This design comes from an exercise in tuning for small area and a short achievable clock period on the open sky130 flow, not from production work. Only simulation tests tie the RTL to the original design; equivalence was not proved. Power is estimated from default activity; no workload was simulated.

==> run a: inputs <==
Design cpu, start of the top module:
module cpu(
    input rst_n, clk,
    input [31:0] imem_insn,
    output [31:0] imem_addr,
    output [31:0] trace_instruction, trace_rd_value,
    output [11:0] trace_imm,
    output [4:0] trace_rd, trace_rs1, trace_rs2
);
    reg [31:2] pc;
    always @(posedge clk) begin
        if (!rst_n) pc <= 30'd0;
        else pc <= pc + 30'd1;
    end
    assign imem_addr = {pc, 2'b00};
    reg [31:0] ir;
    always @(posedge clk) ir <= imem_insn;
    assign trace_instruction = ir;
    assign trace_imm = ir[31:20];
    reg [31:0] a_q, b_q;         
    reg [4:0]  sh_q;             
    reg        we_e;             
    reg [4:0]  rd_e;
    reg        sub_q, sra_q;
    reg [7:0]  sel_q;            
    reg [31:0] res_q;            
    reg [4:0]  rd_r;
    reg [31:0] rd_value_t;       
    reg [4:0]  rd_t, rs1_t, rs2_t;
    wire [31:0] alu_res;
    wire [4:0] rs1 = ir[19:15];
    wire [4:0] rs2 = ir[24:20];
    wire [4:0] rd  = ir[11:7];
    wire [2:0] f3  = ir[14:12];
    wire is_imm = (ir[6:0] == 7'b0010011);
    wire is_reg = (ir[6:0] == 7'b0110011);
    wire alt    = |ir[31:25];
    wire we_d   = (is_imm | is_reg) & (rd != 5'd0);
    wire [4:0] nrs1 = imem_insn[19:15];
    wire [4:0] nrs2 = imem_insn[24:20];
    wire nis_imm = (imem_insn[6:0] == 7'b0010011);
    wire fe1_n = we_d && (rd == nrs1);
    wire fr1_n = we_e && (rd_e == nrs1);
    wire fe2_n = we_d && (rd == nrs2) && !nis_imm;
  ...
Settings: LEC_CHECK=0, CAP_MARGIN=20, CORE_MARGIN=2, CORE_UTILIZATION=60, CTS_CLUSTER_DIAMETER=80, CTS_CLUSTER_SIZE=20, SETUP_SLACK_MARGIN=2.3, SLEW_MARGIN=20, SYNTH_HIERARCHICAL=1, SYNTH_MINIMUM_KEEP_SIZE=0; clock period 5.0 ns.
run.sh (not shown) runs the stock make flow with config.mk's settings and CLKGATE_MAP_FILE= SYNTH_SCRIPT=/design/flow/synth_recipe.tcl, a recipe that flattens the netlist after the stock synthesis.
==> run b: changes against run a <==
--- a/flow/design.v
+++ b/flow/design.v
@@ -221,32 +221,30 @@
     wire [31:0] q0, q1, q2, q3, q4;      
     wire [31:0] shv_n = r4, shl_n = q4;
     generate for (gi = 0; gi < 32; gi = gi + 1) begin : g_sh
         if (gi + 1 < 32) begin : r0m cm_mux2i u(.a0(a[gi]), .a1(a[gi+1]), .s(sh_q[0]), .y(r0[gi])); end
         else begin : r0f cm_mux2i u(.a0(a[gi]), .a1(fill), .s(sh_q[0]), .y(r0[gi])); end
+        if (gi >= 1) begin : q0m cm_mux2i u(.a0(a[gi]), .a1(a[gi-1]), .s(sh_q[0]), .y(q0[gi])); end
+        else begin : q0f assign q0[gi] = ~(~sh_q[0] & a[gi]); end
         if (gi + 2 < 32) begin : r1m cm_mux2i u(.a0(r0[gi]), .a1(r0[gi+2]), .s(sh_q[1]), .y(r1[gi])); end
         else begin : r1f cm_mux2i u(.a0(r0[gi]), .a1(fill_n), .s(sh_q[1]), .y(r1[gi])); end
+        if (gi >= 2) begin : q1m cm_mux2i u(.a0(q0[gi]), .a1(q0[gi-2]), .s(sh_q[1]), .y(q1[gi])); end
+        else begin : q1f assign q1[gi] = ~(sh_q[1] | q0[gi]); end
         if (gi + 4 < 32) begin : r2m cm_mux2i u(.a0(r1[gi]), .a1(r1[gi+4]), .s(sh_q[2]), .y(r2[gi])); end
         else begin : r2f cm_mux2i u(.a0(r1[gi]), .a1(fill), .s(sh_q[2]), .y(r2[gi])); end
+        if (gi >= 4) begin : q2m cm_mux2i u(.a0(q1[gi]), .a1(q1[gi-4]), .s(sh_q[2]), .y(q2[gi])); end
+        else begin : q2f assign q2[gi] = ~(~sh_q[2] & q1[gi]); end
         if (gi + 8 < 32) begin : r3m cm_mux2i u(.a0(r2[gi]), .a1(r2[gi+8]), .s(sh_q[3]), .y(r3[gi])); end
         else begin : r3f cm_mux2i u(.a0(r2[gi]), .a1(fill_n), .s(sh_q[3]), .y(r3[gi])); end
+        if (gi >= 8) begin : q3m cm_mux2i u(.a0(q2[gi]), .a1(q2[gi-8]), .s(sh_q[3]), .y(q3[gi])); end
+        else begin : q3f assign q3[gi] = ~(sh_q[3] | q2[gi]); end
         if (gi + 16 < 32) begin : r4m cm_mux2i u(.a0(r3[gi]), .a1(r3[gi+16]), .s(sh_q[4]), .y(r4[gi])); end
         else begin : r4f cm_mux2i u(.a0(r3[gi]), .a1(fill), .s(sh_q[4]), .y(r4[gi])); end
+        if (gi >= 16) begin : q4m cm_mux2i u(.a0(q3[gi]), .a1(q3[gi-16]), .s(sh_q[4]), .y(q4[gi])); end
+        else begin : q4f assign q4[gi] = ~(~sh_q[4] & q3[gi]); end
     end endgenerate
     wire fill_n = ~fill;
-    generate for (gi = 0; gi < 32; gi = gi + 1) begin : g_shl
-        if (gi >= 16) begin : q0m cm_mux2i u(.a0(a[gi]), .a1(a[gi-16]), .s(sh_q[4]), .y(q0[gi])); end
-        else begin : q0f assign q0[gi] = ~(~sh_q[4] & a[gi]); end
-        if (gi >= 8) begin : q1m cm_mux2i u(.a0(q0[gi]), .a1(q0[gi-8]), .s(sh_q[3]), .y(q1[gi])); end
-        else begin : q1f assign q1[gi] = ~(sh_q[3] | q0[gi]); end
-        if (gi >= 4) begin : q2m cm_mux2i u(.a0(q1[gi]), .a1(q1[gi-4]), .s(sh_q[2]), .y(q2[gi])); end
-        else begin : q2f assign q2[gi] = ~(~sh_q[2] & q1[gi]); end
-        if (gi >= 2) begin : q3m cm_mux2i u(.a0(q2[gi]), .a1(q2[gi-2]), .s(sh_q[1]), .y(q3[gi])); end
-        else begin : q3f assign q3[gi] = ~(sh_q[1] | q2[gi]); end
-        if (gi >= 1) begin : q4m cm_mux2i u(.a0(q3[gi]), .a1(q3[gi-1]), .s(sh_q[0]), .y(q4[gi])); end
-        else begin : q4f assign q4[gi] = ~(~sh_q[0] & q3[gi]); end
-    end endgenerate
     wire [31:0] lg = ({32{sel_q[4]}} & (a ^ bx)) | ({32{sel_q[6]}} & (a | bx))
                    | ({32{sel_q[7]}} & (a & bx));
     wire [31:0] e0_n = ~(lg | ({32{sel_q[0]}} &  p));
     wire [31:0] e1_n = ~(lg | ({32{sel_q[0]}} & ~p));
     wire srl_n = ~sel_q[5];
==> notes <==
In run b the clock power is smaller than in run a, by about 1%. Between run a and run b, the lower critical path depth is in run b (gap 10). Against run b, the sequential share of layout area of run a is lower by 0.27 points. In area after synthesis, run b and run a hardly differ. Of run a and run b, run a has the higher combinational power (gap 11%, measured against run b). Die area is about the same in run b and run a. In run a the clock skew is higher than in run b, by 0.0091 ns. In run a the total power is higher than in run b, by 2.1%. In run b the register-to-register slack is better than in run a, by 0.17 ns. Against run b, the count of clock-buffer cells in the layout of run a is lower by 3.
==> figures <==
metric	run b	run a
Run status	finished clean	finished clean
CP Class	reg2out	reg2reg
Fraction of layout instances using a drive strength above 1	11.0%	12.5%
Proportion of power drawn by combinational gates	19.4%	21.1%
Met1 capacity usage during global routing	52.7%	56.0%
Clock group total power	6.57 mW	6.66 mW
DIE HEIGHT	309 µm	309 µm
Mean instance size in the synthesized netlist	13.8 µm²	13.8 µm²
Slowest stage delay, CP	0.58 ns	0.43 ns
Total length of routed wires	199 mm	209 mm
Worst setup margin	2.32 ns	2.19 ns
Power in sequential cells	13.7 mW	13.6 mW
Critical path depth	1	11
Detail Route met3 WL	30.3 mm	34.2 mm
Clock Network Area Fraction	3.63%	3.70%
Avg WL per Cell	35.1 µm	36.7 µm
Via/cell ratio	7.57	7.69
Clock-pin slew on the worst setup and hold paths	0.08 ns	0.09 ns
Worst Tran Pin Value	1.23 ns	1.28 ns
Non-filler cells, final	5,687	5,703
Number of instances in the synthesized netlist	4,062	4,059
Synthesized cell area	0.0559 mm²	0.0559 mm²

-- port drivers added, routing unchanged --
The results above use ideal ports. As a check the final layouts listed here were re-extracted and re-timed, cells and wires unchanged. Step 1, drivers: a clkbuf_16 drives clk and a buf_2 each remaining input, both assumed. Step 2, shift: input delay + t, output delay - t, t = (earliest + latest rising clock arrival at the registers) / 2. This alone moves slack from input paths to output paths. Three values: ideal, step 1, step 2; two values: the first two.
run	t (ns)	slack for setup (ns)	worst setup path at the end	clock arrival spread, ns	pins driven straight from the clock port
run a	0.768	2.192 / 2.192 / 1.956	input to register	0.052 / 0.051	1
run b	0.762	2.324 / 2.246 / 1.866	input to register	0.034 / 0.033	1
After both steps setup and hold are still met in every run listed. For run b, which loses most, drivers alone change the setup slack by -0.078 ns; drivers and shift together by -0.458 ns.
